What follows belongs to an exercise in optimizing a design on an open flow for small area, a short achievable clock period and few clock cycles per item; a production flow would make more cautious choices. Where RTL was checked, it was by simulation tests only, not by an equivalence proof against the original.

==> amber <==
Design HitTest, start of the top module:
module HitTest(
    input clk,
    input rst,
    input start,
    input rsel,
    input [15:0] x,
    input [15:0] y,
    input [15:0] notex,
    input [15:0] notey,
    input signed [15:0] indx,
    input signed [15:0] indy,
    output valJR,
    output valE,
    output valr,
    output valR,
    output reg ready
);
reg [16:0] nax, nay, nbx, nby;
reg rs;
wire [16:0] dax, day, dbx, dby;
RippleSub subax(.p(x), .c(notex), .nd(dax));
RippleSub subay(.p(y), .c(notey), .nd(day));
RippleSub subbx(.p(x), .c(indx), .nd(dbx));
RippleSub subby(.p(y), .c(indy), .nd(dby));
always @(posedge clk) begin
    ready <= start & ~rst;
    nax <= dax;
    nay <= day;
    nbx <= dbx;
    nby <= dby;
    rs <= rsel;
end
Calvalid calvN(.na(nax), .nb(nay), .rsel(rs), .inJR(valJR), .inE(valE), .inR(valr));
CalvalidR calvI(.na(nbx), .nb(nby), .rsel(rs), .inR(valR));
endmodule
==> module HitTest, before the edit <==
module HitTest(
    input clk,
    input rst,
    input start,
    input rsel,
    input [15:0] x,
    input [15:0] y,
    input [15:0] notex,
    input [15:0] notey,
    input signed [15:0] indx,
    input signed [15:0] indy,
    output valJR,
    output valE,
    output valr,
    output valR,
    output reg ready
);
reg [16:0] nax, nay, nbx, nby;
reg rs;
wire [16:0] dax, day, dbx, dby;
RippleSub subax(.p(x), .c(notex), .nd(dax));
RippleSub subay(.p(y), .c(notey), .nd(day));
RippleSub subbx(.p(x), .c(indx), .nd(dbx));
RippleSub subby(.p(y), .c(indy), .nd(dby));
always @(posedge clk) begin
    ready <= start & ~rst;
    nax <= dax;
    nay <= day;
    nbx <= dbx;
    nby <= dby;
    rs <= rsel;
end
Calvalid calvN(.na(nax), .nb(nay), .rsel(rs), .inJR(valJR), .inE(valE), .inR(valr));
CalvalidR calvI(.na(nbx), .nb(nby), .rsel(rs), .inR(valR));
endmodule
==> module RippleSub, before the edit <==
module RippleSub(
    input [15:0] p,
    input [15:0] c,
    output [16:0] nd
);
wire [16:0] u = ~{p[15], p};
wire [16:0] v = {c[15], c};
wire [17:0] k;
wire [7:0] g = u[7:0] & v[7:0];
wire [7:0] t = u[7:0] | v[7:0];
wire G1 = g[1] | (t[1] & g[0]);
wire G2 = g[3] | (t[3] & g[2]);
wire T2 = t[3] & t[2];
wire G3 = G2 | (T2 & G1);
wire G4 = g[5] | (t[5] & g[4]);
wire T4 = t[5] & t[4];
wire G5 = g[7] | (t[7] & g[6]);
wire T5 = t[7] & t[6];
wire G6 = G5 | (T5 & G4);
wire T6 = T5 & T4;
wire G7 = G6 | (T6 & G3);
assign k[0] = 1'b0;
assign k[8] = G7;
assign nd[0] = u[0] ^ v[0];
assign k[1] = g[0];
genvar i;
generate for (i = 1; i < 17; i = i + 1) begin : r
    if (i != 7) begin : f
        FullAdd fa(.a(u[i]), .b(v[i]), .c(k[i]), .s(nd[i]), .co(k[i + 1]));
    end else begin : e
        assign nd[i] = u[i] ^ v[i] ^ k[i];
    end
end endgenerate
endmodule
clock: 10.0 ns
lec_check: 0
cap_margin: 20
core_margin: 2
core_utilization: 60
setup_slack_margin: 2.5
slew_margin: 20
synth_hierarchical: 1
synth_minimum_keep_size: 0
standard.sh (not shown) runs the stock make flow with config.mk's settings and CLKGATE_MAP_FILE= SYNTH_SCRIPT=/design/flow/synth_recipe.tcl, a recipe that flattens the netlist after the stock synthesis.
==> flow/flow/run.sh <==
#!/bin/bash
# The standard layout, with the ports buffered by the smallest buffer
# (sky130_fd_sc_hd__buf_1) rather than the cell buffer_ports picks by itself;
# timing repair still resizes any port buffer on a critical path.
set -euo pipefail
bash standard.sh BUFFER_PORTS_ARGS="-buffer_cell sky130_fd_sc_hd__buf_1" finish > standard.log 2>&1
==> onyx (differences from amber) <==
--- a/flow/design.v
+++ b/flow/design.v
@@ -829,14 +829,15 @@
 FullAdd fa562(.a(c519), .b(s543), .c(c542), .s(s562), .co(c562));
 wire s563 = c521 ^ s544 ^ c543;
 wire [12:0] lx = {c524, c523, c482, c481, s424, c422, s358, c356, s302, t167, t1, 1'b0, a[0]};
 wire [12:0] ly = {s525, s524, s523, s482, s481, s423, s422, s357, s356, s301, t151, 1'b0, b[0]};
 wire cl;
 wire h564;
 LowBit #(.ZI(0)) hb564(.x(s545), .y(c525), .c(cl), .ok(h564));
+wire okl = h564;
 wire h565;
 HiBit #(.ZI(0), .ZP(0)) hb565(.x(s546), .y(c545), .xp(s545), .yp(c525), .ok(h565));
 wire h566;
 HiBit #(.ZI(0), .ZP(0)) hb566(.x(s547), .y(c546), .xp(s546), .yp(c545), .ok(h566));
 wire h567;
 HiBit #(.ZI(0), .ZP(0)) hb567(.x(s548), .y(c547), .xp(s547), .yp(c546), .ok(h567));
 wire h568;
@@ -866,41 +867,37 @@
 wire h580;
 HiBit #(.ZI(1), .ZP(1)) hb580(.x(s561), .y(c560), .xp(s560), .yp(c559), .ok(h580));
 wire h581;
 HiBit #(.ZI(1), .ZP(1)) hb581(.x(s562), .y(c561), .xp(s561), .yp(c560), .ok(h581));
 wire h582;
 HiBit #(.ZI(1), .ZP(1)) hb582(.x(s563), .y(c562), .xp(s562), .yp(c561), .ok(h582));
 wire q583;
-Nand3 g583(.a(h564), .b(h565), .c(h566), .y(q583));
+Nand3 g583(.a(h565), .b(h566), .c(h567), .y(q583));
 wire q584;
-Nand3 g584(.a(h567), .b(h568), .c(h569), .y(q584));
+Nand3 g584(.a(h568), .b(h569), .c(h570), .y(q584));
 wire q585;
-Nand3 g585(.a(h570), .b(h571), .c(h572), .y(q585));
+Nand3 g585(.a(h571), .b(h572), .c(h573), .y(q585));
 wire q586;
-Nand3 g586(.a(h573), .b(h574), .c(h575), .y(q586));
+Nand3 g586(.a(h574), .b(h575), .c(h576), .y(q586));
 wire q587;
-Nand3 g587(.a(h576), .b(h577), .c(h578), .y(q587));
+Nand3 g587(.a(h577), .b(h578), .c(h579), .y(q587));
 wire q588;
-Nand2 g588(.a(h579), .b(h580), .y(q588));
+Nand3 g588(.a(h580), .b(h581), .c(h582), .y(q588));
 wire q589;
-Nand2 g589(.a(h581), .b(h582), .y(q589));
+Nor3 g589(.a(q583), .b(q584), .c(q585), .y(q589));
 wire q590;
-Nor3 g590(.a(q583), .b(q584), .c(q585), .y(q590));
+Nor3 g590(.a(q586), .b(q587), .c(q588), .y(q590));
 wire q591;
-Nor2 g591(.a(q586), .b(q587), .y(q591));
-wire q592;
-Nor2 g592(.a(q588), .b(q589), .y(q592));
-wire q593;
-Nand3 g593(.a(q590), .b(q591), .c(q592), .y(q593));
-wire hi_ok = ~q593;
+Nand2 g591(.a(q589), .b(q590), .y(q591));
+wire hi_ok = ~q591;
 wire lJR, lE, lR;
 LowN low(.lx(lx), .ly(ly), .rsel(rsel), .c(cl), .inJR(lJR), .inE(lE), .inR(lR));
-assign inJR = hi_ok & lJR;
-assign inE = hi_ok & lE;
-assign inR = hi_ok & lR;
+assign inJR = hi_ok & okl & lJR;
+assign inE = hi_ok & okl & lE;
+assign inR = hi_ok & okl & lR;
 endmodule
 module CalvalidR(
     input [16:0] na, nb,
     input rsel,
     output inR
 );
 wire [16:0] a = ~na;
@@ -1715,14 +1712,15 @@
 FullAdd fa555(.a(c501), .b(s529), .c(c528), .s(s555), .co(c555));
 wire s556 = c503 ^ s530 ^ c529;
 wire [5:0] lx = {c330, s302, t167, t1, 1'b0, a[0]};
 wire [5:0] ly = {s331, s330, s301, t151, 1'b0, b[0]};
 wire cl;
 wire h557;
 LowBit #(.ZI(0)) hb557(.x(s531), .y(c331), .c(cl), .ok(h557));
+wire okl = h557;
 wire h558;
 HiBit #(.ZI(0), .ZP(0)) hb558(.x(s532), .y(c531), .xp(s531), .yp(c331), .ok(h558));
 wire h559;
 HiBit #(.ZI(0), .ZP(0)) hb559(.x(s533), .y(c532), .xp(s532), .yp(c531), .ok(h559));
 wire h560;
 HiBit #(.ZI(0), .ZP(0)) hb560(.x(s534), .y(c533), .xp(s533), .yp(c532), .ok(h560));
 wire h561;
@@ -1766,43 +1764,43 @@
 wire h580;
 HiBit #(.ZI(1), .ZP(1)) hb580(.x(s554), .y(c553), .xp(s553), .yp(c552), .ok(h580));
 wire h581;
 HiBit #(.ZI(1), .ZP(1)) hb581(.x(s555), .y(c554), .xp(s554), .yp(c553), .ok(h581));
 wire h582;
 HiBit #(.ZI(1), .ZP(1)) hb582(.x(s556), .y(c555), .xp(s555), .yp(c554), .ok(h582));
 wire q583;
-Nand3 g583(.a(h557), .b(h558), .c(h559), .y(q583));
+Nand3 g583(.a(h558), .b(h559), .c(h560), .y(q583));
 wire q584;
-Nand3 g584(.a(h560), .b(h561), .c(h562), .y(q584));
+Nand3 g584(.a(h561), .b(h562), .c(h563), .y(q584));
 wire q585;
-Nand3 g585(.a(h563), .b(h564), .c(h565), .y(q585));
+Nand3 g585(.a(h564), .b(h565), .c(h566), .y(q585));
 wire q586;
-Nand3 g586(.a(h566), .b(h567), .c(h568), .y(q586));
+Nand3 g586(.a(h567), .b(h568), .c(h569), .y(q586));
 wire q587;
-Nand3 g587(.a(h569), .b(h570), .c(h571), .y(q587));
+Nand3 g587(.a(h570), .b(h571), .c(h572), .y(q587));
 wire q588;
-Nand3 g588(.a(h572), .b(h573), .c(h574), .y(q588));
+Nand3 g588(.a(h573), .b(h574), .c(h575), .y(q588));
 wire q589;
-Nand3 g589(.a(h575), .b(h576), .c(h577), .y(q589));
+Nand3 g589(.a(h576), .b(h577), .c(h578), .y(q589));
 wire q590;
-Nand3 g590(.a(h578), .b(h579), .c(h580), .y(q590));
+Nand2 g590(.a(h579), .b(h580), .y(q590));
 wire q591;
 Nand2 g591(.a(h581), .b(h582), .y(q591));
 wire q592;
 Nor3 g592(.a(q583), .b(q584), .c(q585), .y(q592));
 wire q593;
 Nor3 g593(.a(q586), .b(q587), .c(q588), .y(q593));
 wire q594;
 Nor3 g594(.a(q589), .b(q590), .c(q591), .y(q594));
 wire q595;
 Nand3 g595(.a(q592), .b(q593), .c(q594), .y(q595));
 wire hi_ok = ~q595;
 wire lR;
 LowR low(.lx(lx), .ly(ly), .rsel(rsel), .c(cl), .inR(lR));
-assign inR = hi_ok & lR;
+assign inR = hi_ok & okl & lR;
 endmodule
 module LowN(input [12:0] lx, ly, input rsel, output c, inJR, inE, inR);
 wire [12:0] l;
 assign {c, l} = lx + ly;
 assign inJR = l <= 13'd5625;
 assign inE = l <= 13'd1024;
 assign inR = l <= (rsel ? 13'd26 : 13'd37);
@@ -1853,56 +1851,58 @@
     output valr,
     output valR,
     output reg ready
 );
 reg [16:0] nax, nay, nbx, nby;
 reg rs;
 wire [16:0] dax, day, dbx, dby;
-RippleSub subax(.p(x), .c(notex), .nd(dax));
-RippleSub subay(.p(y), .c(notey), .nd(day));
-RippleSub subbx(.p(x), .c(indx), .nd(dbx));
-RippleSub subby(.p(y), .c(indy), .nd(dby));
+wire [15:0] nx = ~x, ny = ~y;    
+RippleSub subax(.np(nx), .c(notex), .nd(dax));
+RippleSub subay(.np(ny), .c(notey), .nd(day));
+RippleSub subbx(.np(nx), .c(indx), .nd(dbx));
+RippleSub subby(.np(ny), .c(indy), .nd(dby));
 always @(posedge clk) begin
     ready <= start & ~rst;
     nax <= dax;
     nay <= day;
     nbx <= dbx;
     nby <= dby;
     rs <= rsel;
 end
 Calvalid calvN(.na(nax), .nb(nay), .rsel(rs), .inJR(valJR), .inE(valE), .inR(valr));
 CalvalidR calvI(.na(nbx), .nb(nby), .rsel(rs), .inR(valR));
 endmodule
 module RippleSub(
-    input [15:0] p,
+    input [15:0] np,
     input [15:0] c,
     output [16:0] nd
 );
-wire [16:0] u = ~{p[15], p};
+wire [16:0] u = {np[15], np};
 wire [16:0] v = {c[15], c};
 wire [17:0] k;
-wire [7:0] g = u[7:0] & v[7:0];
-wire [7:0] t = u[7:0] | v[7:0];
+wire [8:0] g = u[8:0] & v[8:0];
+wire [8:0] t = u[8:0] | v[8:0];
 wire G1 = g[1] | (t[1] & g[0]);
 wire G2 = g[3] | (t[3] & g[2]);
 wire T2 = t[3] & t[2];
 wire G3 = G2 | (T2 & G1);
 wire G4 = g[5] | (t[5] & g[4]);
 wire T4 = t[5] & t[4];
 wire G5 = g[7] | (t[7] & g[6]);
 wire T5 = t[7] & t[6];
 wire G6 = G5 | (T5 & G4);
 wire T6 = T5 & T4;
 wire G7 = G6 | (T6 & G3);
+wire G8 = g[8] | (t[8] & G7);
 assign k[0] = 1'b0;
-assign k[8] = G7;
+assign k[9] = G8;
 assign nd[0] = u[0] ^ v[0];
 assign k[1] = g[0];
 genvar i;
 generate for (i = 1; i < 17; i = i + 1) begin : r
-    if (i != 7) begin : f
+    if (i != 8) begin : f
         FullAdd fa(.a(u[i]), .b(v[i]), .c(k[i]), .s(nd[i]), .co(k[i + 1]));
     end else begin : e
         assign nd[i] = u[i] ^ v[i] ^ k[i];
     end
 end endgenerate
 endmodule
==> flow/flow/run.sh (replaced) <==
#!/bin/bash
set -euo pipefail
B="BUFFER_PORTS_ARGS=-buffer_cell sky130_fd_sc_hd__buf_1"
R=orfs/results/sky130hd/HitTest/base
bash standard.sh "$B" floorplan > standard_floorplan.log 2>&1
cat > upsize.tcl <<EOT
read_liberty $FLOW_HOME/platforms/sky130hd/lib/sky130_fd_sc_hd__tt_025C_1v80.lib
read_db $R/2_floorplan.odb
set n 0
foreach inst [[ord::get_db_block] getInsts] {
  set name [\$inst getName]
  if {[[\$inst getMaster] getName] eq "sky130_fd_sc_hd__dfxtp_1" && [string match {n[ab][xy]*} \$name]} {
    replace_cell \$name sky130_fd_sc_hd__dfxtp_4
    incr n
  }
}
puts "upsized \$n registers"
write_db $R/2_floorplan.odb
EOT
openroad -no_init -exit upsize.tcl > upsize.log 2>&1
bash standard.sh "$B" finish > standard_finish.log 2>&1
- CTS_BUF_LIST: default -> sky130_fd_sc_hd__clkbuf_8
==> yarrow (differences from amber) <==
--- a/flow/design.v
+++ b/flow/design.v
@@ -1853,56 +1853,58 @@
     output valr,
     output valR,
     output reg ready
 );
 reg [16:0] nax, nay, nbx, nby;
 reg rs;
 wire [16:0] dax, day, dbx, dby;
-RippleSub subax(.p(x), .c(notex), .nd(dax));
-RippleSub subay(.p(y), .c(notey), .nd(day));
-RippleSub subbx(.p(x), .c(indx), .nd(dbx));
-RippleSub subby(.p(y), .c(indy), .nd(dby));
+wire [15:0] nx = ~x, ny = ~y;    
+RippleSub subax(.np(nx), .c(notex), .nd(dax));
+RippleSub subay(.np(ny), .c(notey), .nd(day));
+RippleSub subbx(.np(nx), .c(indx), .nd(dbx));
+RippleSub subby(.np(ny), .c(indy), .nd(dby));
 always @(posedge clk) begin
     ready <= start & ~rst;
     nax <= dax;
     nay <= day;
     nbx <= dbx;
     nby <= dby;
     rs <= rsel;
 end
 Calvalid calvN(.na(nax), .nb(nay), .rsel(rs), .inJR(valJR), .inE(valE), .inR(valr));
 CalvalidR calvI(.na(nbx), .nb(nby), .rsel(rs), .inR(valR));
 endmodule
 module RippleSub(
-    input [15:0] p,
+    input [15:0] np,
     input [15:0] c,
     output [16:0] nd
 );
-wire [16:0] u = ~{p[15], p};
+wire [16:0] u = {np[15], np};
 wire [16:0] v = {c[15], c};
 wire [17:0] k;
-wire [7:0] g = u[7:0] & v[7:0];
-wire [7:0] t = u[7:0] | v[7:0];
+wire [8:0] g = u[8:0] & v[8:0];
+wire [8:0] t = u[8:0] | v[8:0];
 wire G1 = g[1] | (t[1] & g[0]);
 wire G2 = g[3] | (t[3] & g[2]);
 wire T2 = t[3] & t[2];
 wire G3 = G2 | (T2 & G1);
 wire G4 = g[5] | (t[5] & g[4]);
 wire T4 = t[5] & t[4];
 wire G5 = g[7] | (t[7] & g[6]);
 wire T5 = t[7] & t[6];
 wire G6 = G5 | (T5 & G4);
 wire T6 = T5 & T4;
 wire G7 = G6 | (T6 & G3);
+wire G8 = g[8] | (t[8] & G7);
 assign k[0] = 1'b0;
-assign k[8] = G7;
+assign k[9] = G8;
 assign nd[0] = u[0] ^ v[0];
 assign k[1] = g[0];
 genvar i;
 generate for (i = 1; i < 17; i = i + 1) begin : r
-    if (i != 7) begin : f
+    if (i != 8) begin : f
         FullAdd fa(.a(u[i]), .b(v[i]), .c(k[i]), .s(nd[i]), .co(k[i + 1]));
     end else begin : e
         assign nd[i] = u[i] ^ v[i] ^ k[i];
     end
 end endgenerate
 endmodule
- SETUP_SLACK_MARGIN: 2.5 -> 3
==> tundra (differences from amber) <==
--- a/flow/design.v
+++ b/flow/design.v
@@ -829,14 +829,15 @@
 FullAdd fa562(.a(c519), .b(s543), .c(c542), .s(s562), .co(c562));
 wire s563 = c521 ^ s544 ^ c543;
 wire [12:0] lx = {c524, c523, c482, c481, s424, c422, s358, c356, s302, t167, t1, 1'b0, a[0]};
 wire [12:0] ly = {s525, s524, s523, s482, s481, s423, s422, s357, s356, s301, t151, 1'b0, b[0]};
 wire cl;
 wire h564;
 LowBit #(.ZI(0)) hb564(.x(s545), .y(c525), .c(cl), .ok(h564));
+wire okl = h564;
 wire h565;
 HiBit #(.ZI(0), .ZP(0)) hb565(.x(s546), .y(c545), .xp(s545), .yp(c525), .ok(h565));
 wire h566;
 HiBit #(.ZI(0), .ZP(0)) hb566(.x(s547), .y(c546), .xp(s546), .yp(c545), .ok(h566));
 wire h567;
 HiBit #(.ZI(0), .ZP(0)) hb567(.x(s548), .y(c547), .xp(s547), .yp(c546), .ok(h567));
 wire h568;
@@ -866,41 +867,37 @@
 wire h580;
 HiBit #(.ZI(1), .ZP(1)) hb580(.x(s561), .y(c560), .xp(s560), .yp(c559), .ok(h580));
 wire h581;
 HiBit #(.ZI(1), .ZP(1)) hb581(.x(s562), .y(c561), .xp(s561), .yp(c560), .ok(h581));
 wire h582;
 HiBit #(.ZI(1), .ZP(1)) hb582(.x(s563), .y(c562), .xp(s562), .yp(c561), .ok(h582));
 wire q583;
-Nand3 g583(.a(h564), .b(h565), .c(h566), .y(q583));
+Nand3 g583(.a(h565), .b(h566), .c(h567), .y(q583));
 wire q584;
-Nand3 g584(.a(h567), .b(h568), .c(h569), .y(q584));
+Nand3 g584(.a(h568), .b(h569), .c(h570), .y(q584));
 wire q585;
-Nand3 g585(.a(h570), .b(h571), .c(h572), .y(q585));
+Nand3 g585(.a(h571), .b(h572), .c(h573), .y(q585));
 wire q586;
-Nand3 g586(.a(h573), .b(h574), .c(h575), .y(q586));
+Nand3 g586(.a(h574), .b(h575), .c(h576), .y(q586));
 wire q587;
-Nand3 g587(.a(h576), .b(h577), .c(h578), .y(q587));
+Nand3 g587(.a(h577), .b(h578), .c(h579), .y(q587));
 wire q588;
-Nand2 g588(.a(h579), .b(h580), .y(q588));
+Nand3 g588(.a(h580), .b(h581), .c(h582), .y(q588));
 wire q589;
-Nand2 g589(.a(h581), .b(h582), .y(q589));
+Nor3 g589(.a(q583), .b(q584), .c(q585), .y(q589));
 wire q590;
-Nor3 g590(.a(q583), .b(q584), .c(q585), .y(q590));
+Nor3 g590(.a(q586), .b(q587), .c(q588), .y(q590));
 wire q591;
-Nor2 g591(.a(q586), .b(q587), .y(q591));
-wire q592;
-Nor2 g592(.a(q588), .b(q589), .y(q592));
-wire q593;
-Nand3 g593(.a(q590), .b(q591), .c(q592), .y(q593));
-wire hi_ok = ~q593;
+Nand2 g591(.a(q589), .b(q590), .y(q591));
+wire hi_ok = ~q591;
 wire lJR, lE, lR;
 LowN low(.lx(lx), .ly(ly), .rsel(rsel), .c(cl), .inJR(lJR), .inE(lE), .inR(lR));
-assign inJR = hi_ok & lJR;
-assign inE = hi_ok & lE;
-assign inR = hi_ok & lR;
+assign inJR = hi_ok & okl & lJR;
+assign inE = hi_ok & okl & lE;
+assign inR = hi_ok & okl & lR;
 endmodule
 module CalvalidR(
     input [16:0] na, nb,
     input rsel,
     output inR
 );
 wire [16:0] a = ~na;
@@ -1715,14 +1712,15 @@
 FullAdd fa555(.a(c501), .b(s529), .c(c528), .s(s555), .co(c555));
 wire s556 = c503 ^ s530 ^ c529;
 wire [5:0] lx = {c330, s302, t167, t1, 1'b0, a[0]};
 wire [5:0] ly = {s331, s330, s301, t151, 1'b0, b[0]};
 wire cl;
 wire h557;
 LowBit #(.ZI(0)) hb557(.x(s531), .y(c331), .c(cl), .ok(h557));
+wire okl = h557;
 wire h558;
 HiBit #(.ZI(0), .ZP(0)) hb558(.x(s532), .y(c531), .xp(s531), .yp(c331), .ok(h558));
 wire h559;
 HiBit #(.ZI(0), .ZP(0)) hb559(.x(s533), .y(c532), .xp(s532), .yp(c531), .ok(h559));
 wire h560;
 HiBit #(.ZI(0), .ZP(0)) hb560(.x(s534), .y(c533), .xp(s533), .yp(c532), .ok(h560));
 wire h561;
@@ -1766,43 +1764,43 @@
 wire h580;
 HiBit #(.ZI(1), .ZP(1)) hb580(.x(s554), .y(c553), .xp(s553), .yp(c552), .ok(h580));
 wire h581;
 HiBit #(.ZI(1), .ZP(1)) hb581(.x(s555), .y(c554), .xp(s554), .yp(c553), .ok(h581));
 wire h582;
 HiBit #(.ZI(1), .ZP(1)) hb582(.x(s556), .y(c555), .xp(s555), .yp(c554), .ok(h582));
 wire q583;
-Nand3 g583(.a(h557), .b(h558), .c(h559), .y(q583));
+Nand3 g583(.a(h558), .b(h559), .c(h560), .y(q583));
 wire q584;
-Nand3 g584(.a(h560), .b(h561), .c(h562), .y(q584));
+Nand3 g584(.a(h561), .b(h562), .c(h563), .y(q584));
 wire q585;
-Nand3 g585(.a(h563), .b(h564), .c(h565), .y(q585));
+Nand3 g585(.a(h564), .b(h565), .c(h566), .y(q585));
 wire q586;
-Nand3 g586(.a(h566), .b(h567), .c(h568), .y(q586));
+Nand3 g586(.a(h567), .b(h568), .c(h569), .y(q586));
 wire q587;
-Nand3 g587(.a(h569), .b(h570), .c(h571), .y(q587));
+Nand3 g587(.a(h570), .b(h571), .c(h572), .y(q587));
 wire q588;
-Nand3 g588(.a(h572), .b(h573), .c(h574), .y(q588));
+Nand3 g588(.a(h573), .b(h574), .c(h575), .y(q588));
 wire q589;
-Nand3 g589(.a(h575), .b(h576), .c(h577), .y(q589));
+Nand3 g589(.a(h576), .b(h577), .c(h578), .y(q589));
 wire q590;
-Nand3 g590(.a(h578), .b(h579), .c(h580), .y(q590));
+Nand2 g590(.a(h579), .b(h580), .y(q590));
 wire q591;
 Nand2 g591(.a(h581), .b(h582), .y(q591));
 wire q592;
 Nor3 g592(.a(q583), .b(q584), .c(q585), .y(q592));
 wire q593;
 Nor3 g593(.a(q586), .b(q587), .c(q588), .y(q593));
 wire q594;
 Nor3 g594(.a(q589), .b(q590), .c(q591), .y(q594));
 wire q595;
 Nand3 g595(.a(q592), .b(q593), .c(q594), .y(q595));
 wire hi_ok = ~q595;
 wire lR;
 LowR low(.lx(lx), .ly(ly), .rsel(rsel), .c(cl), .inR(lR));
-assign inR = hi_ok & lR;
+assign inR = hi_ok & okl & lR;
 endmodule
 module LowN(input [12:0] lx, ly, input rsel, output c, inJR, inE, inR);
 wire [12:0] l;
 assign {c, l} = lx + ly;
 assign inJR = l <= 13'd5625;
 assign inE = l <= 13'd1024;
 assign inR = l <= (rsel ? 13'd26 : 13'd37);
@@ -1853,56 +1851,58 @@
     output valr,
     output valR,
     output reg ready
 );
 reg [16:0] nax, nay, nbx, nby;
 reg rs;
 wire [16:0] dax, day, dbx, dby;
-RippleSub subax(.p(x), .c(notex), .nd(dax));
-RippleSub subay(.p(y), .c(notey), .nd(day));
-RippleSub subbx(.p(x), .c(indx), .nd(dbx));
-RippleSub subby(.p(y), .c(indy), .nd(dby));
+wire [15:0] nx = ~x, ny = ~y;    
+RippleSub subax(.np(nx), .c(notex), .nd(dax));
+RippleSub subay(.np(ny), .c(notey), .nd(day));
+RippleSub subbx(.np(nx), .c(indx), .nd(dbx));
+RippleSub subby(.np(ny), .c(indy), .nd(dby));
 always @(posedge clk) begin
     ready <= start & ~rst;
     nax <= dax;
     nay <= day;
     nbx <= dbx;
     nby <= dby;
     rs <= rsel;
 end
 Calvalid calvN(.na(nax), .nb(nay), .rsel(rs), .inJR(valJR), .inE(valE), .inR(valr));
 CalvalidR calvI(.na(nbx), .nb(nby), .rsel(rs), .inR(valR));
 endmodule
 module RippleSub(
-    input [15:0] p,
+    input [15:0] np,
     input [15:0] c,
     output [16:0] nd
 );
-wire [16:0] u = ~{p[15], p};
+wire [16:0] u = {np[15], np};
 wire [16:0] v = {c[15], c};
 wire [17:0] k;
-wire [7:0] g = u[7:0] & v[7:0];
-wire [7:0] t = u[7:0] | v[7:0];
+wire [8:0] g = u[8:0] & v[8:0];
+wire [8:0] t = u[8:0] | v[8:0];
 wire G1 = g[1] | (t[1] & g[0]);
 wire G2 = g[3] | (t[3] & g[2]);
 wire T2 = t[3] & t[2];
 wire G3 = G2 | (T2 & G1);
 wire G4 = g[5] | (t[5] & g[4]);
 wire T4 = t[5] & t[4];
 wire G5 = g[7] | (t[7] & g[6]);
 wire T5 = t[7] & t[6];
 wire G6 = G5 | (T5 & G4);
 wire T6 = T5 & T4;
 wire G7 = G6 | (T6 & G3);
+wire G8 = g[8] | (t[8] & G7);
 assign k[0] = 1'b0;
-assign k[8] = G7;
+assign k[9] = G8;
 assign nd[0] = u[0] ^ v[0];
 assign k[1] = g[0];
 genvar i;
 generate for (i = 1; i < 17; i = i + 1) begin : r
-    if (i != 7) begin : f
+    if (i != 8) begin : f
         FullAdd fa(.a(u[i]), .b(v[i]), .c(k[i]), .s(nd[i]), .co(k[i + 1]));
     end else begin : e
         assign nd[i] = u[i] ^ v[i] ^ k[i];
     end
 end endgenerate
 endmodule
==> flow/flow/run.sh (replaced) <==
#!/bin/bash
set -euo pipefail
B="BUFFER_PORTS_ARGS=-buffer_cell sky130_fd_sc_hd__buf_1"
R=orfs/results/sky130hd/HitTest/base
bash standard.sh "$B" floorplan > standard_floorplan.log 2>&1
cat > upsize.tcl <<EOT
read_liberty $FLOW_HOME/platforms/sky130hd/lib/sky130_fd_sc_hd__tt_025C_1v80.lib
read_db $R/2_floorplan.odb
set n 0
foreach inst [[ord::get_db_block] getInsts] {
  set name [\$inst getName]
  if {[[\$inst getMaster] getName] eq "sky130_fd_sc_hd__dfxtp_1" && [string match {n[ab][xy]*} \$name]} {
    replace_cell \$name sky130_fd_sc_hd__dfxtp_4
    incr n
  }
}
puts "upsized \$n registers"
write_db $R/2_floorplan.odb
EOT
openroad -no_init -exit upsize.tcl > upsize.log 2>&1
bash standard.sh "$B" finish > standard_finish.log 2>&1
==> qor summary <==
| metric | tundra | onyx | yarrow | amber |
|---|---|---|---|---|
| Status | complete, no violations | complete, no violations | complete, no violations | complete, no violations |
| Post-layout min period | 7123 ps | 7150 ps | 6993 ps | 7207 ps |
| Data arrival time at the worst-slack endpoint | 5120 ps | 5150 ps | 4990 ps | 5210 ps |
| Cell depth of the worst setup path | 15 | 15 | 14 | 13 |
| Violation count after the first detailed-route iteration | 630 | 672 | 788 | 659 |
| Number of tapcells | 396 | 396 | 396 | 402 |
| Largest stage delay, worst path | 540 ps | 540 ps | 580 ps | 970 ps |
| Buffers, non-clock | 104 | 104 | 182 | 120 |
| Area share of xor/xnor cells in the synthesized design | 5.572% | 5.572% | 5.575% | 5.296% |
| WL per Instance | 20.86 um | 20.79 um | 21.12 um | 20.47 um |
| Transition time at the pin with the least slew margin | - | - | 527.1 ps | 1029 ps |
| Post-synthesis cell count | 1835 | 1835 | 1835 | 1870 |
| Worst slew margin relative to its limit | - | - | 64.86% | 31.31% |
| Capturing element of the worst setup path | valJR | valJR | valE | valR |
| Mux cell area share after synthesis | 0.1059% | 0.1059% | 0.1059% | 0% |
| Met2 wirelength from detailed routing | 22920 um | 22760 um | 24780 um | 23420 um |
| Final Cycle Share | 71.23% | 71.50% | 69.93% | 72.07% |
| Top routing layer in use | met4 | met4 | met5 | met4 |
| Footprint of the multi-input gates | 16760 um^2 | 16760 um^2 | 16920 um^2 | 16770 um^2 |
| Clock-pin slew reported for the worst setup and hold paths after clock tree synthesis | 60 ps | 80 ps | 60 ps | 60 ps |
| Library cell used as clock root buffer | clkbuf_16 | clkbuf_8 | clkbuf_16 | clkbuf_16 |
| HPWL reported at the end of detailed placement | 36190 um | 36190 um | 37050 um | 37000 um |
| Area used by sequential logic in the layout | 1657 um^2 | 1657 um^2 | 1607 um^2 | 1483 um^2 |
Testbench counts of onyx, summed over its fixed seeds: cycles 16,000, items 16,000.
Testbench counts of tundra, summed over its fixed seeds: cycles 16,000, items 16,000.
Only the layout flow was run in amber and yarrow; the RTL was not checked for function there.

-- what the ideal ports hide --
In the flow no input, the clock included, has a driving cell. The finished layouts below were timed again as built, in two steps. Step 1, drivers: a clkbuf_16 drives clk and a buf_2 each remaining input, both assumed. Step 2 times the ports against the registers' clock, not the clock port: input delays grow and output delays shrink by t, the midpoint of the rising clock arrivals with the driver on. Three values: ideal, step 1, step 2; two values: the first two.
run | shift t [ns] | setup WS [ns] | hold slack, ns | cell pins on the clock port's net
amber | 0.384 | 2.793 / 2.746 / 2.845 | 1.771 / 1.753 / 2.136 | 1
onyx | 0.401 | 2.850 / 2.809 / 3.210 | 1.734 / 1.715 / 2.116 | 1
yarrow | 0.384 | 3.007 / 2.961 / 3.345 | 1.777 / 1.754 / 2.138 | 1
tundra | 0.382 | 2.877 / 2.831 / 3.213 | 1.762 / 1.738 / 2.120 | 1
After both steps setup and hold are still met in every run listed.
